This design comes from an exercise in tuning for small area on the open sky130 flow, not from production work.
Only simulation tests tie the RTL to the original design; equivalence was not proved.
Power figures rest on the tool's default switching activity, not on a simulated workload.

**flow/design.v**
```verilog
`timescale 1ns / 1ps
module home_automation (
    input clk,
    input rst,
    output trig,
    input echo,
    output scl,
    input sda_i,
    output sda_o,
    input [3:0] sw,
    output [2:0] led,
    output [7:0] temp
);
    reg [14:0] tl;
    reg trig_r;
    wire tl_z = (tl == 15'h0000);
    wire tl_e = (tl == 15'h46c7);
    always @(posedge clk or posedge rst) begin
        if (rst) begin
            tl <= 0;
            trig_r <= 0;
        end else begin
            tl <= {tl[13] ^ tl_e, tl[12:0], ~(tl[14] ^ tl[9] ^ tl[6] ^ tl[4])};
            trig_r <= tl_z | (trig_r & !tl_e);
        end
    end
    assign trig = trig_r;
    reg meas;
    reg [5:0] dur;
    reg dvalid;
    reg near;
    always @(posedge clk or posedge rst) begin
        if (rst) begin
            meas <= 0;
            dvalid <= 0;
            near <= 1;
        end else begin
            meas <= echo;
            if (!echo && meas) begin
                dvalid <= 1;
                near <= (dur != 6'd59);
            end
        end
    end
    always @(posedge clk) begin
        if (echo && !meas) dur <= 0;
        else if (echo && dur != 6'd59) dur <= dur + 1'b1;
    end
    localparam [2:0] S_IDLE = 3'b000, S_START = 3'b001, S_RS = 3'b010, S_STOP = 3'b011,
                     S_SA = 3'b100, S_SR = 3'b101, S_RA = 3'b110, S_RD = 3'b111;
    reg [2:0] state;
    reg [10:0] dc;
    reg [2:0] bc;
    reg [2:0] bn;
    reg cal_done;
    reg scl_out, sda_out;
    reg [4:0] tempr;
    wire bus = state[2];
    wire tick = bus && dc[1];
    wire wdone = (state == S_IDLE) ? (dc[10] & dc[9] & dc[8] & dc[7] & dc[6] & dc[4]) : (dc[4] & dc[2]);
    wire rd = (state == S_RD);
    wire sample = rd && tick && scl_out;
    wire adv = rd && tick && !scl_out;
    wire bdec = tick && !scl_out;
    wire bend = bdec && (bc == 3'd0);
    wire [7:0] sdata = (state == S_SA) ? 8'hDC : (cal_done ? 8'hFA : 8'h88);
    always @(posedge clk or posedge rst) begin
        if (rst) begin
            state <= S_IDLE;
            scl_out <= 1;
            sda_out <= 1;
            dc <= 0;
            bc <= 3'd7;
            cal_done <= 0;
        end else begin
            dc <= (bus ? dc[1] : wdone) ? 11'd0 : dc + 1'b1;
            if (tick) scl_out <= ~scl_out;
            if (bdec) bc <= bc - 1'b1;
            if (tick && scl_out && !state[1]) sda_out <= sdata[bc];
            if (!bus && wdone) begin
                case (state)
                    S_IDLE: state <= S_START;
                    S_START: begin state <= S_SA; sda_out <= 0; end
                    S_RS: begin state <= S_RA; sda_out <= 1; end
                    default: begin state <= S_IDLE; sda_out <= 0; scl_out <= 0; end
                endcase
            end
            if (bend) begin
                case (state)
                    S_SA: state <= S_SR;
                    S_SR: state <= S_RS;
                    S_RA: state <= S_RD;
                    default: if (bn == 3'd5) begin
                        state <= S_STOP;
                        cal_done <= 1;
                    end
                endcase
            end
        end
    end
    always @(posedge clk) begin
        if (bend) bn <= (state == S_RA) ? {1'b0, cal_done, cal_done} : bn + 1'b1;
    end
    assign scl = scl_out;
    assign sda_o = sda_out;
    reg [15:0] t1r, t2r, t3r;
    reg [31:0] p;
    reg [20:0] x;
    wire [15:0] t2 = {t2r[7:0], t2r[15:8]};
    wire ph0 = rd && tick && (cal_done ? (bn == 3'd3) : (bn == 3'd4)) && (bc[2] || (bc == 3'd3 && scl_out));
    wire lo = sample && (cal_done ? (bn == 3'd4) : (bn == 3'd5));
    wire hi = sample && cal_done && (bn == 3'd5);
    wire shr8 = adv && cal_done && (bn == 3'd4) && (bc == 0);
    wire cap = sample && (bc == 0) && (bn == 3'd5);
    wire cph = (rd && !scl_out && bc == 0 && bn == 3'd5) ||
               ((state == S_STOP) && !dc[4] && !(dc[3] && dc[2] && (dc[1] || dc[0])));
    wire dsum = (state == S_STOP) && (dc[4:0] == 5'd13);
    wire dstep = (state == S_STOP) && (dc[4:0] >= 5'd14) && (dc[4:0] <= 5'd18);
    wire last = (state == S_STOP) && dc[4] && dc[2];
    wire t1bit = t1r[7] && !(lo && bc == 0);
    wire rbit = lo && cal_done && sda_i;
    wire dig_en = (ph0 || lo) && (t1bit ^ rbit);
    wire dig_neg = (ph0 || lo) && t1bit && !rbit;
    wire dq = (p[9:0] >= 10'd400);
    reg [34:0] yv;
    always @(*) begin
        yv = 35'd0;
        if (ph0 || lo) yv[31:0] = {{16{dig_neg}}, ({16{dig_en}} & t2) ^ {16{dig_neg}}};
        if (hi && sda_i) yv[23:8] = t2;
        if (cph && t3r[7]) yv[20:0] = x;
        if (dsum) yv[33:13] = x;
        if (dstep && dq) yv[9:0] = 10'd225;
    end
    wire [34:0] av = {2'b00, p, 1'b0};
    wire [35:0] cy;
    wire [34:0] s;
    assign cy[0] = dig_neg;
    genvar gi;
    generate
        for (gi = 0; gi < 35; gi = gi + 1) begin : rca
            assign s[gi] = av[gi] ^ yv[gi] ^ cy[gi];
            assign cy[gi + 1] = (av[gi] & yv[gi]) | (av[gi] & cy[gi]) | (yv[gi] & cy[gi]);
        end
    endgenerate
    wire step = ph0 || lo || hi || cph || dstep;
    wire pclr = (state == S_IDLE) || cap;
    wire pen = pclr || shr8 || dsum || step;
    wire [31:0] pd = ({32{shr8}} & {8'd0, p[31:8]}) | ({32{dsum}} & {p[31:10], s[34:25]}) |
                     ({32{step && !pclr}} & s[31:0]);
    always @(posedge clk) begin
        if (pen) p <= pd;
        if (cap) x <= s[31:11];
        if (sample && !cal_done && bn[2:1] == 2'b00) t1r <= {t1r[14:0], sda_i};
        else if (ph0 || (lo && bc != 0)) t1r <= {t1r[14:0], t1r[15]};
        if (sample && !cal_done && bn[2:1] == 2'b01) t2r <= {t2r[14:0], sda_i};
        if (sample && !cal_done && bn[2:1] == 2'b10) t3r <= {t3r[14:0], sda_i};
        else if (cph) t3r <= {t3r[14:0], t3r[15]};
    end
    always @(posedge clk or posedge rst) begin
        if (rst) tempr <= 0;
        else if (last) tempr <= p[4:0];
    end
    assign temp = {3'b000, tempr};
    reg code_ok;
    reg [14:0] bl;
    reg bh;
    reg blink_r;
    reg light_r, fan_r;
    always @(posedge clk or posedge rst) begin
        if (rst) code_ok <= 0;
        else code_ok <= (sw == 4'b1010);
    end
    wire bl_e = (bl == 15'h24f5);
    wire bl_h = (bl == 15'h495d);
    wire bl_w = (bl == 15'h4000);
    always @(posedge clk or posedge rst) begin
        if (rst) begin
            bl <= 0;
            bh <= 1;
            blink_r <= 0;
        end else begin
            blink_r <= !code_ok && bh;
            if (!code_ok) begin
                bl <= {bl[13:0], ~(bl[14] ^ bl[13]) ^ bl_e};
                if (bl_h) bh <= 0;
                else if (bl_w) bh <= 1;
            end
        end
    end
    always @(posedge clk or posedge rst) begin
        if (rst) begin
            light_r <= 0;
            fan_r <= 0;
        end else begin
            if (dvalid && near && code_ok) begin
                light_r <= 1;
                fan_r <= 1;
            end else begin
                light_r <= 0;
            end
            if (tempr > 5'd25 && code_ok) fan_r <= 1;
            else if (!near) fan_r <= 0;
        end
    end
    assign led = {blink_r, fan_r, light_r};
endmodule
```
**flow/run.sh**
```bash
#!/bin/bash
# synth_recipe.tcl (not shown) runs the flow's synth.tcl, then flattens the netlist and writes it again
# the make line also repeats each setting of config.mk as NAME=value (left out here)
make -C /OpenROAD-flow-scripts/flow DESIGN_CONFIG=/design/flow/config.mk WORK_HOME=/design/flow/orfs CLKGATE_MAP_FILE= SYNTH_SCRIPT=/design/flow/synth_recipe.tcl finish
```
**flow/config.mk**
```make
export PLATFORM = sky130hd
export DESIGN_NAME = home_automation
export DESIGN_NICKNAME = home_automation
export VERILOG_FILES = /design/flow/design.v
export SDC_FILE = /design/flow/constraint.sdc
export NUM_CORES = 4
export LEC_CHECK = 0
export CAP_MARGIN = 20
export CORE_MARGIN = 2
export CORE_UTILIZATION = 40
export CTS_BUF_LIST = sky130_fd_sc_hd__clkbuf_8
export SLEW_MARGIN = 20
```
**flow/constraint.sdc**
```tcl
create_clock -name core_clock -period 30.0 [get_ports {clk}]
set_input_delay 6.0000 -clock core_clock [delete_from_list [all_inputs] [get_ports {clk}]]
set_output_delay 6.0000 -clock core_clock [all_outputs]
set_load 0.01 [all_outputs]
```
==> run notes, run 1 <==
Final min period=between 20 and 25 ns; Reg2Reg Capture Point=p[8]; ys async rst share=0.368; max incr delay on CP=about 0.83 ns; status=timing/DRC/antenna clean; ant diodes=0; GR Util All Layers=0.173; P_leak=0.00360 uW; wire per inst=approximately 19 um; Setup crit end kind=register; share of the clock period used by the worst path=0.672; Final Max Slew Viols=0; first-pass GRT wire length=29,800 um; Setup TNS Final=0 ns; remaining global-route overflow=0; Area Growth Syn to Fin=9.58%; critical path peak fanout=18; CP max-delay cell=nor3_2; vias per cell=~5.6; Vias=5,570; Final Hold Viols=0; clk sinks=174; CTS tree=yes; antenna violations before repair=0; most frequent cells after synthesis=104 x edfxtp_1, 57 x dfrtp_1, 51 x inv_1, 43 x o21ai_0, 41 x nor2_1; Crit path max-delay family=adder cells; VDD IR max=about 0.024 mV; Hold Path Origin=tl[8]; RSZ-0062 raised after global routing=false; final setup fails=0; Max Cap Viol=0; Hold Path End=tl[9]; syn avg cell area=approximately 12 um^2; Post-synth top flop=edfxtp_1; ranking of synthesized cells by area=edfxtp_1 36%, dfrtp_1 16%, fa_1 7.4%; EDFF count, synth=between 100 and 150; hold buffer count at CTS=0; nets=763; post-route ant nets=0; Worst R2R Setup Slack=roughly 15 ns; crit-path most repeated cell=fa_1; min-delay worst type=register to register; Worst-Margin Slew=about 0.99 ns; post-layout util=0.448; Reg power frac=0.597; Comb pwr share=0.039; part of the power in the clock network=0.364; most instantiated library cell after synthesis=edfxtp_1; synth unique cells=70; Worst Path Required=30.22 ns; Port Buf Inserts=18; launch point of the worst reg-to-reg path=state[1]; Fin Hold WS=0.395 ns; synthesis-stage register bit count=between 150 and 200; internal power=about 340 uW; Die Y=roughly 150 um; Synth top area share=0.361; clk buf depth=2; mapped cell area=around 8600 um^2; Critical Path AT=between 20 and 25 ns; Initial Utilization=0.409; cells on worst reg2reg path=47; Worst setup SP type=input port; final WL=approximately 19,000 um; Fillers=a little under 2,000; clock skew=around 0.015 ns; Worst Hold Path Cells=0; yosys warns=1; Final HPWL DP=13,100 um; fmax=between 40 and 50 MHz; WP buf/inv=7; postcts setup bufs=0; Gate Count Post-Synth=698; Ports=22; Worst-Skew Late Latency=about 0.47 ns; Die Wd=151 um; clk root buf=clkbuf_8; PwrDens=between 40 and 50 nW/um^2; Synth area leader=edfxtp_1; Slew headroom=0.339; CP Class=input port to register; gpl congestion=roughly 0.87; Die ar.=between 20,000 and 25,000 um^2; fraction of layout cells with a size suffix above 1=0.119; total number of H-tree levels=4; core area=21,200 um^2; post-route design area=9480 um^2; CTS resizes=0; Reg clk slew, reported paths=around 0.10 ns; largest net degree at the start of global routing=65; switching part of the total power=0.247; DRC viols=0; number of core rows=between 50 and 60; placed inst area=9060 um^2; sw power=about 110 uW; DR iter-0 viols=455; CTS Buf Count=17; sequential fraction of the synthesis area=0.561; vias in the first global route=5,428; First-pass DRT Iterations=5
-- worst max path at each step --
| stage | startpoint | to | slack [ns] | depth (start not counted) |
|---|---|---|---|---|
| detailed placement | sda_i | p[8] | 9.41 | 47 |
| global placement | sda_i | p[8] | 9.65 | 47 |
| floorplan | sda_i | p[8] | 10.84 | 47 |
| CTS | sda_i | p[8] | 9.92 | 47 |
| global route | sda_i | p[8] | 9.24 | 47 |
| finish | sda_i | p[8] | 9.85 | 47 |
-- cell families after synthesis --
group,count (synthesis),share of synthesized area
buffers and inverters,90,0.0454
AND/OR/NAND/NOR,175,0.107
multiplexers,25,0.0327
adder cells (fa/ha/maj),48,0.0972
AO/OA/AOI/OAI,170,0.141
XOR/XNOR,15,0.0152
flip-flops,174,0.561
other,1,0.000434
-- per-stage QoR --
step                total power (uW)  instances  worst slack (ns)
finish                           456        995              9.85
global placement                 294        962              9.65
global route                     475        995              9.24
detailed placement               296        962              9.41
floorplan                        289        700             10.84
CTS                              462        994              9.92
-- power groups by stage --
stage | Clock [uW] | Combinational, uW | Sequential (uW)
floorplan | 0 | 15.5 | 274
global placement | 0 | 17.6 | 277
detailed placement | 0 | 18.4 | 277
CTS | 172 | 18.4 | 272
global route | 181 | 20.3 | 273
finish | 166 | 18.0 | 272
-- cells in the final DEF (no fill, tap or decap), drive strengths merged, types with 18 or more instances in the layout --
master,count
edfxtp,104
inv,58
dfrtp,57
o21ai,43
nor2,42
nand2,37
fa,32
a22oi,27
mux2,23
a21oi,21
clkdlybuf4s50,18
-- sequential cells by signal, summed over array words and instances, names as in the netlist, 3 cells and up --
register  flops
p            32
x            21
t1r          16
t2r          16
t3r          16
bl           15
tl           15
dc           11
dur           6
tempr         5
bc            3
bn            3
state         3
-- final cells by class --
| type | count | area (um^2) | area share |
|---|---|---|---|
| clock inverters | 15 | 176 | 0.0186 |
| clock buffers | 17 | 234 | 0.0247 |
| repair buffers | 27 | 248 | 0.0261 |
| flip-flops and latches | 174 | 4850 | 0.512 |
| inverters | 51 | 191 | 0.0202 |
| multi-input cells | 436 | 3430 | 0.362 |
| well taps | 275 | 344 | 0.0363 |
-- metal layers --
metal / wire length, um / global-route usage / vias up
met4: 218 / 0.0467 / 0
met2: 8870 / 0.272 / 135
met5: 0 / 0 / -
li1: - / - / 2589
met3: 897 / 0.0413 / 14
met1: 8690 / 0.243 / 2832
==> run 2, diff against run 1 <==
--- a/flow/config.mk
+++ b/flow/config.mk
@@ -8,5 +8,4 @@
 export CAP_MARGIN = 20
 export CORE_MARGIN = 2
 export CORE_UTILIZATION = 40
-export CTS_BUF_LIST = sky130_fd_sc_hd__clkbuf_8
 export SLEW_MARGIN = 20
==> run notes, run 2 <==
Comb pwr share=0.035; final WL=about 19,000 um; wire per inst=~19 um; Die ar.=between 20,000 and 25,000 um^2; First-pass DRT Iterations=5; Setup crit end kind=register; first-pass GRT wire length=~30,000 um; share of the clock period used by the worst path=0.673; Slew headroom=0.331; critical path peak fanout=18; Worst-Margin Slew=between 0.9 and 1 ns; CTS tree=yes; Fillers=roughly 1,900; Worst R2R Setup Slack=around 15 ns; Hold Path Origin=tl[8]; Ports=22; Initial Utilization=0.409; Crit path max-delay family=adder cells; DRC viols=0; Power Total=roughly 510 uW; PwrDens=roughly 53 nW/um^2; Synth area leader=edfxtp_1; CP Class=input port to register; Critical Path AT=between 20 and 25 ns; most common cell after layout, fill and taps aside=edfxtp_1; vias per cell=5.59; Reg2Reg Capture Point=p[8]; clk sinks=between 150 and 200; Setup TNS Final=0 ns; VDD IR max=about 0.032 mV; crit-path most repeated cell=fa_1; fraction of layout cells with a size suffix above 1=0.119; Final Max Slew Viols=0; yosys warns=1; CP max-delay cell=nor3_2; switching part of the total power=0.236; post-route ant nets=0; remaining global-route overflow=0; Worst Hold Path Cells=0; GR Util All Layers=0.174; sequential fraction of the synthesis area=0.561; Synth top area share=0.361; Vias=about 5,600; CTS resizes=0; mapped cell area=around 8600 um^2; ranking of synthesized cells by area=edfxtp_1 36%, dfrtp_1 16%, fa_1 7.4%; Largest register FFs=32; clk root buf=clkbuf_16; hold buffer count at CTS=0; max incr delay on CP=about 0.84 ns; fmax=49.5 MHz; largest net degree at the start of global routing=65; Reg power frac=0.534; antenna violations before repair=0; internal power=roughly 390 uW; sw power=between 100 and 150 uW; part of the power in the clock network=0.431; Area Growth Syn to Fin=11.7%; vias in the first global route=roughly 5,500; dpl cells=around 960; post-layout util=0.457; Final Hold Viols=0; launch point of the worst reg-to-reg path=state[1]; synthesis-stage register bit count=about 170; final setup fails=0; most frequent cells after synthesis=104 x edfxtp_1, 57 x dfrtp_1, 51 x inv_1, 43 x o21ai_0, 41 x nor2_1; EDFF count, synth=104; clk buf depth=2; biggest regs=p: 32 flops, x: 21 flops; Die Wd=between 150 and 200 um; ys async rst share=0.368; number of core rows=between 50 and 60; synth unique cells=70; Final HPWL DP=approximately 13,000 um; ant diodes=0; min-delay worst type=register to register; most instantiated library cell after synthesis=edfxtp_1; Gate Count Post-Synth=698; RSZ-0062 raised after global routing=false; Post-synth top flop=edfxtp_1; syn avg cell area=12.4 um^2; cells on worst reg2reg path=47; Final min period=20.20 ns; commonest cells after routing, fill and taps aside=104 x edfxtp_1, 57 x dfrtp_1, 50 x inv_1, 42 x o21ai_0, 41 x nor2_1; Port Buf Inserts=18; Final Non-Filler Cells=slightly below 1,000; Worst setup SP type=input port; clock skew=between 0.01 and 0.015 ns; WP buf/inv=7; total number of H-tree levels=4; Max Cap Viol=0; postcts setup bufs=0; gpl congestion=~0.87; status=timing/DRC/antenna clean; Reg clk slew, reported paths=0.08 ns; Worst-Skew Late Latency=0.44 ns; DR iter-0 viols=~450; CTS Buf Count=17; Hold Path End=tl[9]; Die Y=about 150 um; nets=between 700 and 800; Worst Path Required=approximately 30 ns; P_leak=around 0.0037 uW; core area=~21,000 um^2; Top reg by flops=p
[run 2: how the worst max path moves through the flow]
stage	startpoint	endpoint	slack (ns)	cells past startpoint
floorplan	sda_i	p[8]	10.84	47
global placement	sda_i	p[8]	9.65	47
detailed placement	sda_i	p[8]	9.41	47
CTS	sda_i	p[8]	9.86	47
global route	sda_i	p[8]	9.18	47
finish	sda_i	p[8]	9.80	47
[run 2: metal layers]
layer | up-vias | GRT usage | wire length, um
met5 | - | 0 | 0
met4 | 0 | 0.0523 | 297
met3 | 22 | 0.0383 | 1040
met2 | 153 | 0.272 | 8870
met1 | 2802 | 0.245 | 8540
li1 | 2590 | - | -
[run 2: area by class of cell]
cell class / instances / area, um^2 / share of cell area
Clock buffer: 19 / 454 / 0.0470
Clock inverter: 13 / 143 / 0.0148
Sequential cell: 174 / 4850 / 0.502
Multi-Input combinational cell: 436 / 3430 / 0.355
Inverter: 51 / 191 / 0.0198
Tap cell: 275 / 344 / 0.0356
Timing Repair Buffer: 27 / 248 / 0.0256
[run 2: kinds of logic after synthesis]
kind of cell	Yosys count	share of synthesized area
adders and majority gates	48	0.0972
xor gates and xnor gates	15	0.0152
DFF	174	0.561
muxes	25	0.0327
buffers and inverters	90	0.0454
AOI/OAI and AO/OA	170	0.141
other	1	0.000434
and+or+nand+nor	175	0.107
[run 2: power groups by stage]
stage / combinational [uW] / clock, uW / sequential (uW)
global placement: 17.6 / 0 / 277
detailed placement: 18.4 / 0 / 277
finish: 18.0 / 220 / 272
CTS: 18.4 / 225 / 272
global route: 20.3 / 235 / 273
floorplan: 15.5 / 0 / 274
[run 2: through the flow]
| step | instance area, um^2 | hold WS (ns) | setup slack (ns) |
|---|---|---|---|
| 2_1_floorplan | 8660 | 0.354 | 10.84 |
| 3_3_place_gp | 9060 | 0.360 | 9.65 |
| 3_5_place_dp | 9060 | 0.372 | 9.41 |
| 4_1_cts | 9660 | 0.391 | 9.86 |
| 5_1_grt | 9660 | 0.399 | 9.18 |
| 6_report | 9660 | 0.387 | 9.80 |
==> run 3, diff against run 2 <==
--- a/flow/config.mk
+++ b/flow/config.mk
@@ -5,7 +5,8 @@
 export SDC_FILE = /design/flow/constraint.sdc
 export NUM_CORES = 4
 export LEC_CHECK = 0
-export CAP_MARGIN = 20
+export CAP_MARGIN = 0
 export CORE_MARGIN = 2
 export CORE_UTILIZATION = 40
-export SLEW_MARGIN = 20
+export CTS_BUF_LIST = sky130_fd_sc_hd__clkbuf_8
+export SLEW_MARGIN = 0
==> run notes, run 3 <==
status=timing/DRC/antenna clean; Die Wd=around 150 um; Post-synth top flop=edfxtp_1; crit-path most repeated cell=fa_1; Max Cap Viol=0; most frequent cells after synthesis=104 x edfxtp_1, 57 x dfrtp_1, 51 x inv_1, 43 x o21ai_0, 41 x nor2_1; syn avg cell area=approximately 12 um^2; P_leak=approximately 0.0036 uW; gpl congestion=between 0.8 and 0.9; synthesis-stage register bit count=174; Reg area=4850 um^2; postcts setup bufs=0; CP max-delay cell=nor3_2; Ports=22; Gate Count Post-Synth=~700; Die ar.=~23,000 um^2; most common cell after layout, fill and taps aside=edfxtp_1; core area=roughly 21,000 um^2; Worst Hold Path Cells=0; Reg clk slew, reported paths=0.11 ns; Slew headroom=0.0995; GR Util All Layers=0.174; post-route ant nets=0; fraction of layout cells with a size suffix above 1=0.120; synth unique cells=70; hold buffer count at CTS=0; commonest cells after routing, fill and taps aside=104 x edfxtp_1, 57 x dfrtp_1, 50 x inv_1, 43 x o21ai_0, 41 x nor2_1; Final Max Slew Viols=0; Worst-Skew Late Latency=0.48 ns; wire per inst=around 19 um; mapped cell area=between 8000 and 9000 um^2; Worst setup SP type=input port; clock skew=around 0.018 ns; final WL=18,700 um; yosys warns=1; Reg2Reg Capture Point=p[8]; ant diodes=0; Top reg by flops=p; vias per cell=about 5.7; Vias=around 5,600; WP buf/inv=7; DRC viols=0; Setup crit end kind=register; Hold Path End=tl[6]; Crit path max-delay family=adder cells; number of core rows=53; launch point of the worst reg-to-reg path=state[1]; Final Hold Viols=0; largest net degree at the start of global routing=65; VDD IR max=between 0.03 and 0.04 mV; dpl cells=around 960; Hold Path Origin=tl[5]; final setup fails=0; fmax=about 49 MHz; CTS tree=yes; CTS Buf Count=17; Synth top area share=0.361; First-pass DRT Iterations=5; first-pass GRT wire length=about 30,000 um; CTS resizes=0; ranking of synthesized cells by area=edfxtp_1 36%, dfrtp_1 16%, fa_1 7.4%; Worst Path Required=30.18 ns; Largest register FFs=32; Critical Path AT=a little over 20 ns; clk buf depth=2; min-delay worst type=register to register; Port Buf Inserts=18; Worst R2R Setup Slack=roughly 15 ns; Fillers=around 1,900; PwrDens=48.9 nW/um^2; remaining global-route overflow=0; share of the clock period used by the worst path=0.675; antenna violations before repair=0; max incr delay on CP=about 0.85 ns; biggest regs=p: 32 flops, x: 21 flops; clk root buf=clkbuf_8; vias in the first global route=around 5,400; Synth area leader=edfxtp_1; post-layout util=0.448; Final HPWL DP=about 13,000 um; Setup TNS Final=0 ns; EDFF count, synth=104; most instantiated library cell after synthesis=edfxtp_1; area of the multi-input gates=3430 um^2; clk sinks=174; Die Y=~150 um; RSZ-0062 raised after global routing=false; Final min period=slightly above 20 ns; Final Non-Filler Cells=994; total number of H-tree levels=4; Crit. Startpoint=sda_i; nets=roughly 760; Initial Utilization=0.409; CP Class=input port to register; Area Growth Syn to Fin=9.65%; ys async rst share=0.368; DR iter-0 viols=between 400 and 500; sequential fraction of the synthesis area=0.561; critical path peak fanout=18; Worst-Margin Slew=roughly 1.3 ns; cells on worst reg2reg path=47
[run 3: cell counts after synthesis]
No cell type changed its count.
[run 3: power by group]
part	internal [uW]	leakage (uW)	total, uW	switching (uW)
clock network	72.3	0.000212	174	101
logic	11.5	0.00154	18.0	6.51
registers	262	0.00185	272	10.1
total	346	0.00360	464	118
[run 3: kinds of logic (layout without fill, tap and decap cells)]
logic type                 after synthesis  count (layout)  share of synthesized area
DFF                                    174             174                      0.561
AOI/OAI and AO/OA                      170             170                      0.141
and+or+nand+nor                        175             175                      0.107
xor gates and xnor gates                15              15                     0.0152
muxes                                   25              25                     0.0327
other                                    1               3                   0.000434
adders and majority gates               48              48                     0.0972
buffers and inverters                   90             109                     0.0454
[run 3: how the worst max path moves through the flow]
stage,to,slack (ns),cells past startpoint
floorplan,p[8],10.84,47
global placement,p[8],9.65,47
detailed placement,p[8],9.38,47
CTS,p[8],9.91,47
global route,p[8],9.19,47
finish,p[8],9.76,47
[run 3: final cells by class]
| class | instances | area share |
|---|---|---|
| multi-input combinational | 436 | 0.362 |
| sequential | 174 | 0.512 |
| tap | 275 | 0.0363 |
| timing repair buffer | 26 | 0.0253 |
| clock buffer | 17 | 0.0247 |
| clock inverter | 15 | 0.0201 |
| inverter | 51 | 0.0202 |
[run 3: worst register-to-register path: cells and delay by family, from the launching register on]
family / cells / cell delay (ns)
buffers and inverters: 6 / 0.39
DFF: 1 / 0.69
and+or+nand+nor: 2 / 0.57
adders and majority gates: 34 / 11.84
AOI/OAI and AO/OA: 5 / 1.44
[run 3: stage by stage]
stage          hold slack [ns]  power [uW]  worst slack [ns]  cell area, um^2
2_1_floorplan            0.354         289             10.84             8660
3_3_place_gp             0.360         294              9.65             9060
3_5_place_dp             0.371         296              9.38             9060
4_1_cts                  0.385         469              9.91             9480
5_1_grt                  0.409         482              9.19             9480
6_report                 0.381         464              9.76             9480
[run 3: metal layers]
layer	GRT usage	part of all wire	vias up
li1	-	-	2588
met1	0.248	0.46	2868
met2	0.268	0.48	159
met3	0.0352	0.046	16
met4	0.0537	0.013	0
met5	0	0	-
==> run 4, diff against run 3 <==
--- a/flow/config.mk
+++ b/flow/config.mk
@@ -5,8 +5,8 @@
 export SDC_FILE = /design/flow/constraint.sdc
 export NUM_CORES = 4
 export LEC_CHECK = 0
-export CAP_MARGIN = 0
+export CAP_MARGIN = 20
 export CORE_MARGIN = 2
-export CORE_UTILIZATION = 40
+export CORE_UTILIZATION = 80
 export CTS_BUF_LIST = sky130_fd_sc_hd__clkbuf_8
-export SLEW_MARGIN = 0
+export SLEW_MARGIN = 20
==> run notes, run 4 <==
min-delay worst type=register to register; dpl cells=824; met2 wire len=~10,000 um; nets=roughly 760; antenna violations before repair=0; Reg clk slew, reported paths=roughly 0.08 ns; EDFF count, synth=roughly 100; gpl congestion=roughly 1.0; Hold Path Origin=tl[8]; Largest register FFs=32; final setup fails=0; fmax=approximately 49 MHz; dpl ws=approximately 9.3 ns; Worst R2R Setup Slack=between 10 and 15 ns; Die Wd=108 um; most instantiated library cell after synthesis=edfxtp_1; critical path peak fanout=18; share of the clock period used by the worst path=0.687; Worst-Margin Slew=slightly above 0.9 ns; Max Cap Viol=0; Final Hold Viols=0; CTS resizes=0; Die Y=108 um; Worst setup SP type=input port; clk sinks=between 150 and 200; Die ar.=~12,000 um^2; hold buffer count at CTS=0; core area=between 10,000 and 15,000 um^2; most frequent cells after synthesis=104 x edfxtp_1, 57 x dfrtp_1, 51 x inv_1, 43 x o21ai_0, 41 x nor2_1; GR Util All Layers=0.391; Setup crit end kind=register; post-route design area=9310 um^2; biggest regs=p: 32 flops, x: 21 flops; CP max-delay cell=nor3_2; synth unique cells=70; Port Buf Inserts=18; ant diodes=0; VDD IR max=0.0528 mV; PwrDens=about 50 nW/um^2; Area Growth Syn to Fin=7.64%; Worst-Skew Late Latency=between 0.4 and 0.5 ns; Post-synth top flop=edfxtp_1; clk root buf=clkbuf_8; Worst Path Required=slightly above 30 ns; largest net degree at the start of global routing=65; postcts setup bufs=0; clock skew=roughly 0.0089 ns; Critical Path AT=20.83 ns; Crit. Startpoint=sda_i; CP Class=input port to register; launch point of the worst reg-to-reg path=state[1]; wire per inst=roughly 25 um; Initial Utilization=0.830; final WL=~21,000 um; ranking of synthesized cells by area=edfxtp_1 36%, dfrtp_1 16%, fa_1 7.4%; commonest cells after routing, fill and taps aside=104 x edfxtp_1, 57 x dfrtp_1, 53 x inv_1, 43 x o21ai_0, 41 x nor2_1; Fillers=423; first-pass GRT wire length=around 33,000 um; crit-path most repeated cell=fa_1; Vias=6,157; wire length on met3=between 2000 and 2500 um; synthesis-stage register bit count=between 150 and 200; Top reg by flops=p; mapped cell area=8650 um^2; fraction of layout cells with a size suffix above 1=0.115; Final Max Slew Viols=0; Top Layer Used=met4; total number of H-tree levels=4; P_leak=roughly 0.0036 uW; DR iter-0 viols=between 800 and 900; vias in the first global route=about 6,100; yosys warns=1; DRC viols=0; Slew headroom=0.376; CTS tree=yes; Setup TNS Final=0 ns; Final Non-Filler Cells=approximately 860; Final HPWL DP=~13,000 um; Ports=22; Final min period=about 21 ns; remaining global-route overflow=0; ys async rst share=0.368; placed inst area=a little under 9000 um^2; Final WS setup=between 9 and 10 ns; sequential fraction of the synthesis area=0.561; most common cell after layout, fill and taps aside=edfxtp_1; RSZ-0062 raised after global routing=false; wire length on met1=roughly 7600 um; Synth area leader=edfxtp_1; number of core rows=37; clk buf depth=2; status=timing/DRC/antenna clean; vias per cell=7.18; post-route ant nets=0; First-pass DRT Iterations=8; CTS Buf Count=17; Gate Count Post-Synth=698; Synth top area share=0.361; syn avg cell area=around 12 um^2; max incr delay on CP=between 0.7 and 0.8 ns
## run 4: cell families (layout without fill, tap and decap cells)
group,Yosys count,in the layout,share of synthesized area
XOR/XNOR,15,15,0.0152
adder cells (fa/ha/maj),48,48,0.0972
AO/OA/AOI/OAI,170,170,0.141
AND/OR/NAND/NOR,175,175,0.107
flip-flops,174,174,0.561
other,1,3,0.000434
multiplexers,25,25,0.0327
buffers and inverters,90,111,0.0454
## run 4: report_power, final
part           internal, uW  total (uW)  leakage [uW]  switching (uW)
clock                  85.6         169      0.000215            83.5
sequential              262         274       0.00185            11.8
combinational          11.6        20.2       0.00155            8.66
total                   359         463       0.00361             104
## run 4: routing by layer
layer	global-route usage	vias up
met2	0.622	472
met1	0.484	2979
met4	0.204	0
li1	-	2588
met5	0	-
met3	0.128	118
## run 4: final cells by class
type                       count  area (um^2)  area share
sequential                   174         4850       0.521
inverter                      51          191      0.0206
clock buffer                  19          262      0.0281
tap                          136          170      0.0183
clock inverter                13          148      0.0159
multi-input combinational    436         3430       0.368
timing repair buffer          28          255      0.0274
## run 4: critical path, delay by kind of cell
kind	cells	cell delay, ns
buffers and inverters	7	0.96
AOI/OAI and AO/OA	4	0.53
and+or+nand+nor	3	1.25
adders and majority gates	33	12.07
## run 4: path summary, 6_finish.rpt
| path | to | cells past startpoint |
|---|---|---|
| worst max-delay path | p[8] | 47 |
| worst min-delay path | tl[9] | 0 |
| worst max register to register | p[8] | 47 |
| worst min register to register | tl[9] | 0 |
| max in group asynchronous | bl[6] | 3 |
| min in group asynchronous | dc[9] | 3 |
## run 4: per-stage QoR
| step | utilization | total power (uW) | hold WS [ns] |
|---|---|---|---|
| 2_1_floorplan | - | 289 | 0.354 |
| 3_3_place_gp | 0.854 | 294 | 0.360 |
| 3_5_place_dp | 0.854 | 298 | 0.360 |
| 4_1_cts | 0.893 | 464 | 0.383 |
| 5_1_grt | 0.894 | 476 | 0.388 |
| 6_report | 0.894 | 463 | 0.381 |
==> run 5, diff against run 4 <==
--- a/flow/config.mk
+++ b/flow/config.mk
@@ -7,6 +7,6 @@
 export LEC_CHECK = 0
 export CAP_MARGIN = 20
 export CORE_MARGIN = 2
-export CORE_UTILIZATION = 80
+export CORE_UTILIZATION = 65
 export CTS_BUF_LIST = sky130_fd_sc_hd__clkbuf_8
 export SLEW_MARGIN = 20
==> run notes, run 5 <==
CTS resizes=0; biggest regs=p: 32 flops, x: 21 flops; postcts setup bufs=0; Gate Count Post-Synth=698; GR Util met2=0.406; M1 GR Usage=0.365; first-pass GRT wire length=28,900 um; Critical Path AT=20.51 ns; Synth area leader=edfxtp_1; Max Cap Viol=0; post-route ant nets=0; total number of H-tree levels=4; most frequent cells after synthesis=104 x edfxtp_1, 57 x dfrtp_1, 51 x inv_1, 43 x o21ai_0, 41 x nor2_1; Area Growth Syn to Fin=7.74%; Final min period=20.31 ns; GR Util All Layers=0.266; yosys warns=1; hold buffer count at CTS=0; post-synthesis adder-cell area fraction=0.0972; Slew headroom=0.377; launch point of the worst reg-to-reg path=state[1]; CP max-delay cell=nor3_2; most instantiated library cell after synthesis=edfxtp_1; EDFF count, synth=roughly 100; crit-path most repeated cell=fa_1; Post-synth top flop=edfxtp_1; Reg2Reg Capture Point=p[8]; core area=approximately 13,000 um^2; Worst R2R Setup Slack=between 10 and 15 ns; CTS Buf Count=17; final WL=roughly 18,000 um; ranking of synthesized cells by area=edfxtp_1 36%, dfrtp_1 16%, fa_1 7.4%; VDD IR max=~0.040 mV; vias per cell=~6.3; fraction of layout cells with a size suffix above 1=0.119; clk sinks=~170; Worst-Skew Late Latency=0.45 ns; Reg area=between 4000 and 5000 um^2; clk root buf=clkbuf_8; clock skew=about 0.012 ns; P_leak=around 0.0036 uW; Setup TNS Final=0 ns; ys async rst share=0.368; final setup fails=0; Final HPWL DP=12,600 um; First-pass DRT Iterations=5; Worst setup SP type=input port; Hold Path Origin=tl[3]; Final Max Slew Viols=0; Worst Path Required=about 30 ns; Worst-Margin Slew=0.929 ns; Die ar.=about 14,000 um^2; sequential fraction of the synthesis area=0.561; Final Hold Viols=0; Initial Utilization=0.658; Die Wd=about 120 um; Synth top area share=0.361; Crit path max-delay family=adder cells; Hold Path End=tl[4]; DRC viols=0; fmax=49.2 MHz; max incr delay on CP=0.78 ns; CP Class=input port to register; commonest cells after routing, fill and taps aside=104 x edfxtp_1, 57 x dfrtp_1, 50 x inv_1, 42 x o21ai_0, 41 x nor2_1; Post-Synth Simple-Gate Area=0.107; Post-Synth XOR/XNOR Area=0.0152; DR iter-0 viols=592; critical path peak fanout=18; WP buf/inv=7; Worst Hold Path Cells=0; Setup crit end kind=register; nets=roughly 760; Reg clk slew, reported paths=0.09 ns; mux cell area share after synthesis=0.0327; CTS tree=yes; grt peak-use layer=met2; Vias=approximately 5,700; Die Y=119 um; synthesis-stage register bit count=roughly 170; cells on worst reg2reg path=47; Top reg by flops=p; clk buf depth=2; antenna violations before repair=1; remaining global-route overflow=0; mapped cell area=~8600 um^2; PwrDens=47.7 nW/um^2; Fin Hold WS=between 0.3 and 0.4 ns; synth unique cells=70; status=timing/DRC/antenna clean; number of core rows=between 40 and 50; Ports=22; syn avg cell area=between 10 and 15 um^2; Fillers=roughly 950; Port Buf Inserts=18; largest net degree at the start of global routing=between 60 and 70; most common cell after layout, fill and taps aside=edfxtp_1; vias in the first global route=~5,500; gpl congestion=between 0.9 and 1; GR Layer Usage met3=0.0675; compound-cell area share of the yosys netlist=0.141; share of the clock period used by the worst path=0.677; min-delay worst type=register to register; area of the multi-input gates=3430 um^2; wire per inst=20.0 um; Largest register FFs=32; largest family of logic cells by synthesized area=compound AO/OA/AOI/OAI gates; RSZ-0062 raised after global routing=false
run 5: cell counts after synthesis:
No cell type changed its count.
run 5: area by class of cell:
cell class,count,share of cell area
diodes,1,0.000269
clock inverters,15,0.0149
repair buffers,27,0.0266
clock buffers,17,0.0251
flip-flops and latches,174,0.521
well taps,176,0.0236
inverters,51,0.0205
multi-input cells,436,0.368
run 5: metal layers:
metal / share of wire / vias to the layer above / wire length, um
met5: 0 / - / 0
met1: 0.43 / 2810 / 7670
met3: 0.067 / 43 / 1210
li1: - / 2592 / -
met2: 0.47 / 212 / 8400
met4: 0.036 / 0 / 654
run 5: cells by family after synthesis:
group / after synthesis
simple gates: 175
flops: 174
compound gates: 170
buf+inv: 90
fa+ha+maj: 48
mux: 25
xor+xnor: 15
other cells: 1
run 5: power breakdown:
part / switching, uW / internal, uW / leakage, uW / total (uW)
registers: 10.8 / 262 / 0.00185 / 273
clock network: 86.3 / 66.9 / 0.000184 / 153
logic: 7.11 / 11.5 / 0.00154 / 18.6
total: 104 / 340 / 0.00357 / 445
run 5: through the flow:
| step | power, uW | instance area [um^2] | worst slack [ns] | util | instances |
|---|---|---|---|---|---|
| floorplan | 289 | 8660 | 10.84 | - | 700 |
| global placement | 294 | 8930 | 9.74 | 0.680 | 863 |
| detailed placement | 296 | 8930 | 9.30 | 0.680 | 863 |
| CTS | 448 | 9310 | 9.80 | 0.708 | 895 |
| global route | 461 | 9320 | 9.13 | 0.709 | 896 |
| finish | 445 | 9320 | 9.69 | 0.709 | 897 |
run 5: worst max path at each step:
stage	start	endpoint	slack [ns]	cells after the start
after global placement	sda_i	p[8]	9.74	47
after CTS	sda_i	p[8]	9.80	47
after floorplan	sda_i	p[8]	10.84	47
after global routing	sda_i	p[8]	9.13	47
after detailed placement	sda_i	p[8]	9.30	47
final	sda_i	p[8]	9.69	47
==> run 6, diff against run 5 <==
==> flow/flow/run.sh (new file) <==
#!/bin/bash
export BUFFER_PORTS_ARGS="-buffer_cell sky130_fd_sc_hd__buf_1"
bash standard.sh > standard_flow.log 2>&1
==> flow/standard.sh (new file) <==
#!/bin/bash
# synth_recipe.tcl (not shown) runs the flow's synth.tcl, then flattens the netlist and writes it again
# the make line also repeats each setting of config.mk as NAME=value (left out here)
make -C /OpenROAD-flow-scripts/flow DESIGN_CONFIG=/design/flow/config.mk WORK_HOME=/design/flow/orfs CLKGATE_MAP_FILE= SYNTH_SCRIPT=/design/flow/synth_recipe.tcl "${@:-finish}"
removed: flow/run.sh
==> run notes, run 6 <==
Ports=22; Gate Count Post-Synth=698; Port Buf Inserts=18; Area Growth Syn to Fin=6.44%; largest net degree at the start of global routing=65; remaining global-route overflow=0; Final min period=around 20 ns; Worst Path Required=roughly 30 ns; DR iter-0 viols=570; Final Max Slew Viols=0; Initial Utilization=0.658; vias per cell=6.35; fraction of layout cells with a size suffix above 1=0.119; CP max-delay cell=nor3_2; CTS resizes=0; hold buffer count at CTS=0; min-delay worst type=register to register; clk sinks=around 170; Worst setup SP type=input port; biggest regs=p: 32 flops, x: 21 flops; Die Y=~120 um; most instantiated library cell after synthesis=edfxtp_1; GR Util All Layers=0.271; Reg clk slew, reported paths=0.09 ns; ranking of synthesized cells by area=edfxtp_1 36%, dfrtp_1 16%, fa_1 7.4%; DRC viols=0; number of core rows=42; CTS Buf Count=17; mapped cell area=just under 9000 um^2; most common cell after layout, fill and taps aside=edfxtp_1; synth unique cells=70; wire per inst=between 20 and 25 um; ys async rst share=0.368; PwrDens=48.0 nW/um^2; post-route ant nets=0; status=timing/DRC/antenna clean; critical path peak fanout=18; ant diodes=0; post-layout util=0.701; gpl congestion=approximately 0.92; Vias=roughly 5,700; Die ar.=between 10,000 and 15,000 um^2; core area=approximately 13,000 um^2; VDD IR max=approximately 0.041 mV; max incr delay on CP=0.77 ns; antenna violations before repair=0; RSZ-0062 raised after global routing=false; final WL=around 18,000 um; clk root buf=clkbuf_8; yosys warns=1; sequential fraction of the synthesis area=0.561; crit-path most repeated cell=fa_1; total number of H-tree levels=4; WP buf/inv=7; first-pass GRT wire length=between 20,000 and 30,000 um; Largest register FFs=32; Final HPWL DP=about 13,000 um; CTS tree=yes; final setup fails=0; CP Class=input port to register; clk buf depth=2; Top reg by flops=p; Crit path max-delay family=adder cells; Setup crit end kind=register; Synth top area share=0.361; Synth area leader=edfxtp_1; clock skew=between 0.01 and 0.015 ns; nets=around 760; most frequent cells after synthesis=104 x edfxtp_1, 57 x dfrtp_1, 51 x inv_1, 43 x o21ai_0, 41 x nor2_1; fmax=~50 MHz; Slew headroom=0.384; synthesis-stage register bit count=174; Worst-Skew Late Latency=around 0.46 ns; Post-synth top flop=edfxtp_1; EDFF count, synth=roughly 100; Die Wd=around 120 um; P_leak=about 0.0035 uW; syn avg cell area=between 10 and 15 um^2; Setup TNS Final=0 ns; Max Cap Viol=0; Final Hold Viols=0; vias in the first global route=approximately 5,500; commonest cells after routing, fill and taps aside=104 x edfxtp_1, 57 x dfrtp_1, 50 x inv_1, 42 x o21ai_0, 41 x nor2_1; First-pass DRT Iterations=6; postcts setup bufs=0; share of the clock period used by the worst path=0.664; Critical Path AT=a little over 20 ns; Worst-Margin Slew=0.919 ns
==> run 6: metal layers <==
metal  track usage  share of wire
met3        0.0541          0.064
met4         0.107          0.028
met2         0.414           0.47
met5             0              0
met1         0.388           0.44
==> run 6: report_power, final <==
part	total, uW	internal [uW]	switching [uW]	leakage [uW]
Sequential	272	262	10.3	0.00185
Clock	152	66.6	85.0	0.000180
Combinational	17.6	10.7	6.89	0.00150
Total	442	339	102	0.00353
==> run 6: layout make-up <==
type	instances	area [um^2]
clock inverters	15	138
repair buffers	27	139
fillers	950	3930
flip-flops and latches	174	4850
well taps	176	220
multi-input cells	436	3430
clock buffers	17	234
inverters	51	191
==> run 6: path summary, 6_finish.rpt <==
path | end | slack [ns] | depth (start not counted) | startpoint
setup / recovery | p[8] | 10.09 | 47 | sda_i
hold / removal | tl[6] | 0.38 | 0 | tl[5]
setup reg to reg | p[8] | 14.75 | 47 | state[1]
hold reg to reg | tl[6] | 0.38 | 0 | tl[5]
max in group asynchronous | tempr[3] | 23.77 | 3 | rst
min in group asynchronous | dc[10] | 5.74 | 3 | rst
==> run 6: cells by family after synthesis <==
kind of cell | share of synthesized area
other | 0.000434
DFF | 0.561
buffers and inverters | 0.0454
AOI/OAI and AO/OA | 0.141
muxes | 0.0327
and+or+nand+nor | 0.107
xor gates and xnor gates | 0.0152
adders and majority gates | 0.0972
==> run 6: worst register-to-register path: cells and delay by family (launching register included) <==
family / cells / cell delay (ns)
AOI/OAI and AO/OA: 5 / 1.40
DFF: 1 / 0.69
buffers and inverters: 6 / 0.39
adders and majority gates: 34 / 11.94
and+or+nand+nor: 2 / 0.57
==> run 6: metrics by stage <==
stage               hold slack, ns  area [um^2]  total power, uW  worst slack, ns  cells
floorplan                    0.354         8660              289            10.84    700
global placement             0.361         8820              293            10.08    863
global route                 0.397         9210              460             9.54    896
detailed placement           0.359         8820              295             9.73    863
CTS                          0.380         9190              446            10.21    895
finish                       0.383         9210              442            10.09    896
==> run 7, diff against run 6 <==
--- a/flow/design.v
+++ b/flow/design.v
@@ -49,7 +49,7 @@
     localparam [2:0] S_IDLE = 3'b000, S_START = 3'b001, S_RS = 3'b010, S_STOP = 3'b011,
                      S_SA = 3'b100, S_SR = 3'b101, S_RA = 3'b110, S_RD = 3'b111;
     reg [2:0] state;
-    reg [10:0] dc;
+    reg [4:0] dc;
     reg [2:0] bc;
     reg [2:0] bn;
     reg cal_done;
@@ -57,7 +57,9 @@
     reg [4:0] tempr;
     wire bus = state[2];
     wire tick = bus && dc[1];
-    wire wdone = (state == S_IDLE) ? (dc[10] & dc[9] & dc[8] & dc[7] & dc[6] & dc[4]) : (dc[4] & dc[2]);
+    wire idle = (state == S_IDLE);
+    wire iblk = idle && (dc == 5'd31);
+    wire wdone = idle ? (bn == 3'd5 && bc == 3'd1 && dc == 5'd16) : (dc[4] & dc[2]);
     wire rd = (state == S_RD);
     wire sample = rd && tick && scl_out;
     wire adv = rd && tick && !scl_out;
@@ -71,11 +73,13 @@
             sda_out <= 1;
             dc <= 0;
             bc <= 3'd7;
+            bn <= 3'd6;
             cal_done <= 0;
         end else begin
-            dc <= (bus ? dc[1] : wdone) ? 11'd0 : dc + 1'b1;
+            dc <= (bus ? dc[1] : wdone) ? 5'd0 : dc + 1'b1;
             if (tick) scl_out <= ~scl_out;
-            if (bdec) bc <= bc - 1'b1;
+            if (bdec || iblk) bc <= bc - 1'b1;
+            else if (state == S_START && wdone) bc <= 3'd7;
             if (tick && scl_out && !state[1]) sda_out <= sdata[bc];
             if (!bus && wdone) begin
                 case (state)
@@ -85,6 +89,8 @@
                     default: begin state <= S_IDLE; sda_out <= 0; scl_out <= 0; end
                 endcase
             end
+            if (bend) bn <= (state == S_RA) ? {1'b0, cal_done, cal_done} : bn + 1'b1;
+            else if (iblk && bc == 3'd0) bn <= bn + 1'b1;
             if (bend) begin
                 case (state)
                     S_SA: state <= S_SR;
@@ -97,9 +103,6 @@
                 endcase
             end
         end
-    end
-    always @(posedge clk) begin
-        if (bend) bn <= (state == S_RA) ? {1'b0, cal_done, cal_done} : bn + 1'b1;
     end
     assign scl = scl_out;
     assign sda_o = sda_out;
==> flow/run.sh (new file) <==
#!/bin/bash
# synth_recipe.tcl (not shown) runs the flow's synth.tcl, then flattens the netlist and writes it again
# the make line also repeats each setting of config.mk as NAME=value (left out here)
make -C /OpenROAD-flow-scripts/flow DESIGN_CONFIG=/design/flow/config.mk WORK_HOME=/design/flow/orfs CLKGATE_MAP_FILE= SYNTH_SCRIPT=/design/flow/synth_recipe.tcl finish
removed: flow/flow/run.sh
removed: flow/standard.sh
==> run notes, run 7 <==
Reg clk slew, reported paths=approximately 0.090 ns; RSZ-0062 raised after global routing=false; First-pass DRT Iterations=5; clk sinks=around 170; synth unique cells=between 60 and 70; CTS tree=yes; mapped cell area=8520 um^2; vias in the first global route=~5,400; CP Class=input port to register; cells on worst reg2reg path=49; wire per inst=slightly above 20 um; final setup fails=0; Comb pwr share=0.044; Reg power frac=0.610; biggest regs=p: 32 flops, x: 21 flops; Vias=5,436; postcts setup bufs=0; Die Wd=119 um; Final WS setup=~10 ns; VDD IR max=0.0454 mV; PwrDens=47.3 nW/um^2; DRC viols=0; Post-Synth XOR/XNOR Area=0.00617; Post-synth top flop=edfxtp_1; Reg2Reg Capture Point=p[8]; Final HPWL DP=roughly 12,000 um; placed inst area=8770 um^2; CTS Buf Count=17; Worst R2R Setup Slack=14.80 ns; vias per cell=between 6 and 7; Setup TNS Final=0 ns; Port Buf Inserts=18; Max Cap Viol=0; Largest register FFs=32; first-pass GRT wire length=29,100 um; GR Util All Layers=0.272; Die Y=between 100 and 150 um; ant diodes=0; sw power=102 uW; CTS resizes=0; Ports=22; Worst Path Required=slightly above 30 ns; most frequent cells after synthesis=101 x edfxtp_1, 52 x dfrtp_1, 48 x nand2_1, 39 x a22o_1, 37 x a21o_1; Post-Synth Simple-Gate Area=0.108; post-route design area=9140 um^2; most common cell after layout, fill and taps aside=edfxtp_1; min-delay worst type=register to register; Worst setup SP type=input port; Top reg by flops=p; Synth area leader=edfxtp_1; max incr delay on CP=0.58 ns; hold buffer count at CTS=0; sequential fraction of the synthesis area=0.550; compound-cell area share of the yosys netlist=0.156; status=timing/DRC/antenna clean; syn avg cell area=between 10 and 15 um^2; Fin Hold WS=a little under 0.4 ns; Hold Path Origin=tl[3]; part of the power in the clock network=0.347; Gate Count Post-Synth=~670; number of core rows=41; share of the clock period used by the worst path=0.671; clock skew=~0.011 ns; fraction of layout cells with a size suffix above 1=0.128; total number of H-tree levels=4; dpl ws=~9.4 ns; Slew headroom=0.226; largest family of logic cells by synthesized area=compound AO/OA/AOI/OAI gates; post-route ant nets=0; critical path peak fanout=9; antenna violations before repair=0; crit-path most repeated cell=fa_1; launch point of the worst reg-to-reg path=bc[1]; post-synthesis adder-cell area fraction=0.102; Final Hold Viols=0; largest net degree at the start of global routing=58; remaining global-route overflow=0; Worst-Skew Late Latency=roughly 0.48 ns; nets=730; Initial Utilization=0.670; capture point of the critical path=p[8]; P_leak=0.00380 uW; EDFF count, synth=between 100 and 150; yosys warns=1; Final min period=approximately 20 ns; Critical Path AT=~20 ns; switching part of the total power=0.236; final WL=approximately 18,000 um; Worst-Margin Slew=1.16 ns; Crit. Startpoint=sda_i; Power Total=about 430 uW; mux cell area share after synthesis=0.0377; Area Growth Syn to Fin=7.24%; gpl congestion=0.894; internal power=330 uW; CP max-delay cell=clkdlybuf4s50_1; fmax=between 40 and 50 MHz; Setup crit end kind=register; DR iter-0 viols=493; synthesis-stage register bit count=168; clk buf depth=2; clk root buf=clkbuf_8; ranking of synthesized cells by area=edfxtp_1 36%, dfrtp_1 15%, fa_1 7.5%; most instantiated library cell after synthesis=edfxtp_1; Final Max Slew Viols=0; Synth top area share=0.356; ys async rst share=0.363; commonest cells after routing, fill and taps aside=101 x edfxtp_1, 52 x dfrtp_1, 48 x nand2_1, 39 x a22o_1, 37 x a21o_1; Die ar.=14,000 um^2; core area=around 13,000 um^2
==> run 7: cell types whose count changed in the layout (fill, tap and decap cells not counted), moves of 7 or more <==
cell             before  now
a22o_1               11   39
a21o_1               12   37
a22oi_1              26    3
inv_1                50   30
o21ai_0              42   22
buf_1                18    0
clkdlybuf4s50_1       0   18
nor2_1               41   24
nand2_1              37   48
nor2b_1               5   12
==> run 7: logic make-up (layout without fill, tap and decap cells) <==
group                      count (synthesis)  in the layout
AOI/OAI and AO/OA                        172            172
and+or+nand+nor                          169            169
other                                      1              3
adders and majority gates                 50             50
buffers and inverters                     70             88
muxes                                     29             29
xor gates and xnor gates                   6              6
DFF                                      168            168
==> run 7: worst min-delay path by stage <==
stage / slack, ns / to / cells past startpoint
floorplan: 0.35 / tl[9] / 0
global placement: 0.36 / tl[12] / 0
detailed placement: 0.37 / tl[9] / 0
CTS: 0.39 / tl[4] / 0
global route: 0.40 / tl[6] / 0
finish: 0.39 / tl[4] / 0
==> run 7: layout make-up <==
class                   count  area (um^2)
multi-input cells         429         3520
flip-flops and latches    168         4690
clock buffers              17          234
clock inverters            15          131
inverters                  30          113
fillers                   914         3580
repair buffers             26          240
well taps                 172          215
==> run 7: power by group through the flow <==
stage	registers, uW	logic, uW	clock network, uW
2_1_floorplan	265	15.7	0
3_3_place_gp	268	17.8	0
3_5_place_dp	268	19.2	0
4_1_cts	263	19.3	153
5_1_grt	265	21.6	162
6_report	263	18.9	150
==> run 7: metal layers <==
layer / global-route usage / wire, um / up-vias
met2: 0.407 / 8140 / 190
li1: - / - / 2494
met4: 0.0990 / 380 / 0
met3: 0.0661 / 1290 / 35
met5: 0 / 0 / -
met1: 0.392 / 7960 / 2717
==> run 7: per-stage QoR <==
| step | utilization | cells |
|---|---|---|
| 2_1_floorplan | - | 667 |
| 3_3_place_gp | 0.689 | 824 |
| 3_5_place_dp | 0.689 | 824 |
| 4_1_cts | 0.718 | 856 |
| 5_1_grt | 0.718 | 857 |
| 6_report | 0.718 | 857 |
==> run 7: critical path, delay by kind of cell <==
family / cells / cell delay (ns)
and+or+nand+nor: 2 / 0.48
AOI/OAI and AO/OA: 5 / 1.00
buffers and inverters: 7 / 0.97
adders and majority gates: 34 / 11.92
==> run 8, diff against run 7 <==
--- a/flow/design.v
+++ b/flow/design.v
@@ -124,11 +124,12 @@
     wire rbit = lo && cal_done && sda_i;
     wire dig_en = (ph0 || lo) && (t1bit ^ rbit);
     wire dig_neg = (ph0 || lo) && t1bit && !rbit;
+    wire dig_pos = (ph0 || lo) && !t1bit && rbit;
     wire dq = (p[9:0] >= 10'd400);
     reg [34:0] yv;
     always @(*) begin
         yv = 35'd0;
-        if (ph0 || lo) yv[31:0] = {{16{dig_neg}}, ({16{dig_en}} & t2) ^ {16{dig_neg}}};
+        if (ph0 || lo) yv[31:0] = {{16{dig_neg}}, (t2 & {16{dig_pos}}) | (~t2 & {16{dig_neg}})};
         if (hi && sda_i) yv[23:8] = t2;
         if (cph && t3r[7]) yv[20:0] = x;
         if (dsum) yv[33:13] = x;
==> flow/flow/run.sh (new file) <==
#!/bin/bash
export BUFFER_PORTS_ARGS="-buffer_cell sky130_fd_sc_hd__buf_1"
bash standard.sh > standard_flow.log 2>&1
==> flow/standard.sh (new file) <==
#!/bin/bash
# synth_recipe.tcl (not shown) runs the flow's synth.tcl, then flattens the netlist and writes it again
# the make line also repeats each setting of config.mk as NAME=value (left out here)
make -C /OpenROAD-flow-scripts/flow DESIGN_CONFIG=/design/flow/config.mk WORK_HOME=/design/flow/orfs CLKGATE_MAP_FILE= SYNTH_SCRIPT=/design/flow/synth_recipe.tcl "${@:-finish}"
--- a/flow/config.mk
+++ b/flow/config.mk
@@ -9,4 +9,6 @@
 export CORE_MARGIN = 2
 export CORE_UTILIZATION = 65
 export CTS_BUF_LIST = sky130_fd_sc_hd__clkbuf_8
+export CTS_CLUSTER_DIAMETER = 300
+export CTS_CLUSTER_SIZE = 40
 export SLEW_MARGIN = 20
removed: flow/run.sh
==> run notes, run 8 <==
status=timing/DRC/antenna clean; First-pass DRT Iterations=5; CP max-delay cell=fa_1; GR Util All Layers=0.262; antenna violations before repair=0; Slew headroom=0.305; synthesis-stage register bit count=between 150 and 200; clk root buf=clkbuf_8; Fillers=between 800 and 900; synth unique cells=65; DRC viols=0; most frequent cells after synthesis=101 x edfxtp_1, 57 x nand2_1, 52 x dfrtp_1, 39 x a22o_1, 33 x inv_1; gpl congestion=about 0.9; Gate Count Post-Synth=between 600 and 700; syn avg cell area=12.8 um^2; nets=730; P_leak=slightly below 0.004 uW; Max Cap Viol=0; Vias=5,433; Die ar.=13,900 um^2; Synth area leader=edfxtp_1; remaining global-route overflow=0; clk sinks=168; Setup TNS Final=0 ns; vias per cell=6.34; min-delay worst type=register to register; Worst setup SP type=input port; fmax=50.9 MHz; share of the clock period used by the worst path=0.655; VDD IR max=0.0465 mV; max incr delay on CP=around 0.4 ns; vias in the first global route=around 5,300; final setup fails=0; Ports=22; biggest regs=p: 32 flops, x: 21 flops; CP Class=input port to register; DR iter-0 viols=approximately 480; CTS resizes=0; Initial Utilization=0.666; Worst Hold Path Cells=0; crit-path most repeated cell=fa_1; Reg clk slew, reported paths=~0.090 ns; Die Wd=roughly 120 um; total number of H-tree levels=4; Worst-Margin Slew=approximately 1.0 ns; core area=about 13,000 um^2; Port Buf Inserts=18; EDFF count, synth=101; Setup crit end kind=register; most common cell after layout, fill and taps aside=edfxtp_1; PwrDens=around 50 nW/um^2; Area Growth Syn to Fin=7.25%; CTS tree=yes; number of core rows=41; most instantiated library cell after synthesis=edfxtp_1; Final HPWL DP=approximately 12,000 um; Final min period=around 20 ns; cells on worst reg2reg path=48; Final Non-Filler Cells=857; mapped cell area=approximately 8400 um^2; Die Y=118 um; postcts setup bufs=0; ant diodes=0; largest net degree at the start of global routing=52; Worst Path Required=approximately 30 ns; Critical Path AT=19.88 ns; Worst-Skew Late Latency=approximately 0.46 ns; critical path peak fanout=9; first-pass GRT wire length=28,100 um; yosys warns=1; Final Max Slew Viols=0; clk buf depth=2; Synth top area share=0.359; final WL=17,000 um; dpl cells=825; hold buffer count at CTS=0; fraction of layout cells with a size suffix above 1=0.130; post-route ant nets=0; Post-synth top flop=edfxtp_1; RSZ-0062 raised after global routing=false; ranking of synthesized cells by area=edfxtp_1 36%, dfrtp_1 15%, fa_1 7.6%; Largest register FFs=32; wire per inst=19.9 um; clock skew=0.0129 ns; ys async rst share=0.363; CTS Buf Count=17; Final Hold Viols=0; sequential fraction of the synthesis area=0.556; Top reg by flops=p; commonest cells after routing, fill and taps aside=101 x edfxtp_1, 57 x nand2_1, 52 x dfrtp_1, 39 x a22o_1
==> run 8: cells by family (layout without fill, tap and decap cells) <==
family,after synthesis,count (layout),share of synthesized area
simple gates,172,172,0.107
flops,168,168,0.556
compound gates,160,160,0.148
buf+inv,69,92,0.0365
fa+ha+maj,50,50,0.103
mux,33,33,0.0427
xor+xnor,7,7,0.00726
other cells,1,3,0.000444
==> run 8: per-stage QoR <==
step	util	total power, uW	hold WS, ns	cell area [um^2]	setup slack [ns]
6_report	0.715	452	0.385	9050	10.34
5_1_grt	0.715	471	0.399	9050	9.79
4_1_cts	0.715	456	0.386	9050	10.43
3_5_place_dp	0.681	286	0.360	8630	9.94
3_3_place_gp	0.681	285	0.361	8630	10.14
2_1_floorplan	-	281	0.354	8450	10.79
==> run 8: worst max-delay path: cells and delay by family <==
kind,cells,cell delay [ns]
fa+ha+maj,34,11.83
mux,1,0.18
compound gates,4,0.70
simple gates,2,0.60
buf+inv,7,0.54
==> run 8: layout make-up <==
cell class | count | area, um^2 | area share
Timing Repair Buffer | 27 | 135 | 0.0149
Clock buffer | 17 | 234 | 0.0258
Tap cell | 172 | 215 | 0.0238
Inverter | 33 | 124 | 0.0137
Sequential cell | 168 | 4690 | 0.518
Clock inverter | 15 | 188 | 0.0207
Multi-Input combinational cell | 425 | 3470 | 0.383
==> run 8: where the power goes <==
part	total (uW)	switching (uW)	internal [uW]	leakage, uW
Combinational	18.0	7.37	10.6	0.00185
Clock	170	86.2	84.2	0.000212
Sequential	263	9.94	253	0.00182
==> run 8: worst paths after layout <==
check	slack (ns)	start	end
max	10.34	sda_i	p[8]
max reg2reg	14.86	bn[1]	p[8]
min in group asynchronous	5.56	rst	bn[0]
min	0.38	tl[11]	tl[12]
max in group asynchronous	23.58	rst	bh
min reg2reg	0.38	tl[11]	tl[12]
==> run 8: metal layers <==
metal / vias to the layer above / GRT usage / wire, um
met2: 201 / 0.408 / 8130
met1: 2738 / 0.377 / 7570
met3: 23 / 0.0581 / 1050
met5: - / 0 / 0
li1: 2471 / - / -
met4: 0 / 0.0715 / 270
==> run 9, diff against run 8 <==
==> flow/flow/run.sh (replaced) <==
#!/bin/bash
export BUFFER_PORTS_ARGS="-buffer_cell sky130_fd_sc_hd__buf_1"
export CTS_ARGS="-sink_clustering_enable -sink_clustering_size 40 -sink_clustering_max_diameter 300 -sink_buffer_max_cap_derate 1.0 -buf_list sky130_fd_sc_hd__clkbuf_8 -repair_clock_nets"
bash standard.sh > standard_flow.log 2>&1
==> run notes, run 9 <==
GR Util All Layers=0.262; Synth area leader=edfxtp_1; Post-synth top flop=edfxtp_1; Top reg by flops=p; Die ar.=around 14,000 um^2; Max Cap Viol=0; RSZ-0062 raised after global routing=false; Worst R2R Setup Slack=~15 ns; sequential fraction of the synthesis area=0.556; Final HPWL DP=between 10,000 and 15,000 um; synthesis-stage register bit count=168; Post-Synth XOR/XNOR Area=0.00726; biggest regs=p: 32 flops, x: 21 flops; Die Wd=~120 um; Critical Path AT=19.88 ns; Slew headroom=0.305; crit-path most repeated cell=fa_1; Final Max Slew Viols=0; largest family of logic cells by synthesized area=compound AO/OA/AOI/OAI gates; Setup crit end kind=register; largest net degree at the start of global routing=52; max incr delay on CP=~0.41 ns; post-synthesis adder-cell area fraction=0.103; Worst setup SP type=input port; mapped cell area=roughly 8400 um^2; most frequent cells after synthesis=101 x edfxtp_1, 57 x nand2_1, 52 x dfrtp_1, 39 x a22o_1, 33 x inv_1; CTS Buf Count=17; Worst-Margin Slew=~1.0 ns; Final Hold Viols=0; Reg clk slew, reported paths=about 0.090 ns; Worst-Skew Late Latency=about 0.46 ns; launch point of the worst reg-to-reg path=bn[1]; DRC viols=0; ys async rst share=0.363; yosys warns=1; Power Total=between 400 and 500 uW; antenna violations before repair=0; capture point of the critical path=p[8]; vias in the first global route=between 5,000 and 6,000; wire per inst=a little under 20 um; EDFF count, synth=about 100; share of the clock period used by the worst path=0.655; most common cell after layout, fill and taps aside=edfxtp_1; vias per cell=between 6 and 7; PwrDens=around 50 nW/um^2; Post-Synth Simple-Gate Area=0.107; min-delay worst type=register to register; VDD IR max=roughly 0.046 mV; synth unique cells=65; nets=730; total number of H-tree levels=4; status=timing/DRC/antenna clean; Crit. Startpoint=sda_i; final setup fails=0; commonest cells after routing, fill and taps aside=101 x edfxtp_1, 57 x nand2_1, 52 x dfrtp_1, 39 x a22o_1; remaining global-route overflow=0; post-layout util=0.715; final WL=approximately 17,000 um; CP max-delay cell=fa_1; syn avg cell area=~13 um^2; Die Y=around 120 um; post-route design area=9050 um^2; placed inst area=8630 um^2; postcts setup bufs=0; Synth top area share=0.359; CTS tree=yes; CTS resizes=0; most instantiated library cell after synthesis=edfxtp_1; Largest register FFs=32; first-pass GRT wire length=28,100 um; fraction of layout cells with a size suffix above 1=0.130; cells on worst reg2reg path=48; Vias=around 5,400; clk sinks=roughly 170; Reg2Reg Capture Point=p[8]; Area Growth Syn to Fin=7.25%; compound-cell area share of the yosys netlist=0.148; post-route ant nets=0; critical path peak fanout=9; First-pass DRT Iterations=5; ranking of synthesized cells by area=edfxtp_1 36%, dfrtp_1 15%, fa_1 7.6%; Port Buf Inserts=18; ant diodes=0; core area=~13,000 um^2; clk root buf=clkbuf_8; Ports=22; Final min period=between 15 and 20 ns; gpl congestion=slightly above 0.9; DR iter-0 viols=roughly 480; Worst Path Required=30.22 ns; clk buf depth=2; mux cell area share after synthesis=0.0427; Initial Utilization=0.666; number of core rows=approximately 40; CP Class=input port to register; fmax=slightly above 50 MHz; clock skew=roughly 0.013 ns; Gate Count Post-Synth=660; Setup TNS Final=0 ns; P_leak=roughly 0.0039 uW; hold buffer count at CTS=0
-- run 9: area by class of cell --
| type | count | area, um^2 |
|---|---|---|
| Clock inverter | 15 | 188 |
| Fill cell | 873 | 3620 |
| Multi-Input combinational cell | 425 | 3470 |
| Timing Repair Buffer | 27 | 135 |
| Clock buffer | 17 | 234 |
| Inverter | 33 | 124 |
| Sequential cell | 168 | 4690 |
| Tap cell | 172 | 215 |
-- run 9: through the flow --
| step | instances | hold slack (ns) | setup slack, ns |
|---|---|---|---|
| global route | 857 | 0.399 | 9.79 |
| floorplan | 662 | 0.354 | 10.79 |
| finish | 857 | 0.385 | 10.34 |
| CTS | 857 | 0.386 | 10.43 |
| detailed placement | 825 | 0.360 | 9.94 |
| global placement | 825 | 0.361 | 10.14 |
-- run 9: cell families (layout without fill, tap and decap cells) --
family	Yosys count	count (layout)
simple gates	172	172
mux	33	33
buf+inv	69	92
flops	168	168
xor+xnor	7	7
fa+ha+maj	50	50
other cells	1	3
compound gates	160	160
-- run 9: how the worst min path moves through the flow --
stage            from      to  slack (ns)  depth (start not counted)
2_1_floorplan   tl[8]   tl[9]        0.35                          0
3_3_place_gp   tl[11]  tl[12]        0.36                          0
3_5_place_dp    tl[3]   tl[4]        0.36                          0
4_1_cts        tl[11]  tl[12]        0.39                          0
5_1_grt         tl[5]   tl[6]        0.40                          0
6_report       tl[11]  tl[12]        0.38                          0
-- run 9: routing by layer --
| metal | global-route usage | up-vias | routed length [um] |
|---|---|---|---|
| li1 | - | 2471 | - |
| met4 | 0.0715 | 0 | 270 |
| met2 | 0.408 | 201 | 8130 |
| met1 | 0.377 | 2738 | 7570 |
| met3 | 0.0581 | 23 | 1050 |
| met5 | 0 | - | 0 |
-- run 9: worst max-delay path: cells and delay by family --
kind	cells	cell delay, ns
adders and majority gates	34	11.83
AOI/OAI and AO/OA	4	0.70
and+or+nand+nor	2	0.60
buffers and inverters	7	0.54
muxes	1	0.18
-- run 9: where the power goes --
group | internal [uW] | leakage (uW) | switching, uW
clock | 84.2 | 0.000212 | 86.2
combinational | 10.6 | 0.00185 | 7.37
sequential | 253 | 0.00182 | 9.94
total | 348 | 0.00388 | 104

==> re-timing with driven ports <==
In the flow no input, the clock included, has a driving cell. The finished layouts below were timed again as built, in two steps. Step 1 (the two cells are an assumption about what drives the block):
set clk [get_ports {clk}]
set_driving_cell -lib_cell sky130_fd_sc_hd__clkbuf_16 $clk
set_driving_cell -lib_cell sky130_fd_sc_hd__buf_2 [delete_from_list [all_inputs] $clk]
Step 2 times the ports against the registers' clock, not the clock port: input delays grow and output delays shrink by t, the midpoint of the rising clock arrivals with the driver on. Three values: ideal ports, drivers, drivers and shift; two values: the first two.
| run | t (ns) | setup slack, ns | hold WS [ns] | latest minus earliest clock arrival (ns) |
|---|---|---|---|---|
| run 1 | 0.508 | 9.850 / 9.867 / 9.359 | 0.395 / 0.395 / 0.395 | 0.018 / 0.018 |
| run 2 | 0.478 | 9.801 / 9.821 / 9.343 | 0.387 / 0.387 / 0.387 | 0.014 / 0.014 |
| run 3 | 0.509 | 9.760 / 9.776 / 9.267 | 0.381 / 0.381 / 0.381 | 0.019 / 0.018 |
| run 4 | 0.518 | 9.387 / 9.404 / 8.886 | 0.381 / 0.381 / 0.381 | 0.010 / 0.011 |
| run 5 | 0.489 | 9.695 / 9.709 / 9.220 | 0.380 / 0.380 / 0.380 | 0.013 / 0.013 |
| run 6 | 0.499 | 10.086 / 10.102 / 9.603 | 0.383 / 0.383 / 0.383 | 0.015 / 0.014 |
| run 7 | 0.512 | 9.858 / 9.868 / 9.357 | 0.389 / 0.389 / 0.389 | 0.011 / 0.011 |
| run 8 | 0.492 | 10.341 / 10.361 / 9.869 | 0.385 / 0.385 / 0.385 | 0.013 / 0.013 |
| run 9 | 0.492 | 10.341 / 10.361 / 9.869 | 0.385 / 0.385 / 0.385 | 0.013 / 0.013 |
After both steps every run listed still meets setup and hold.
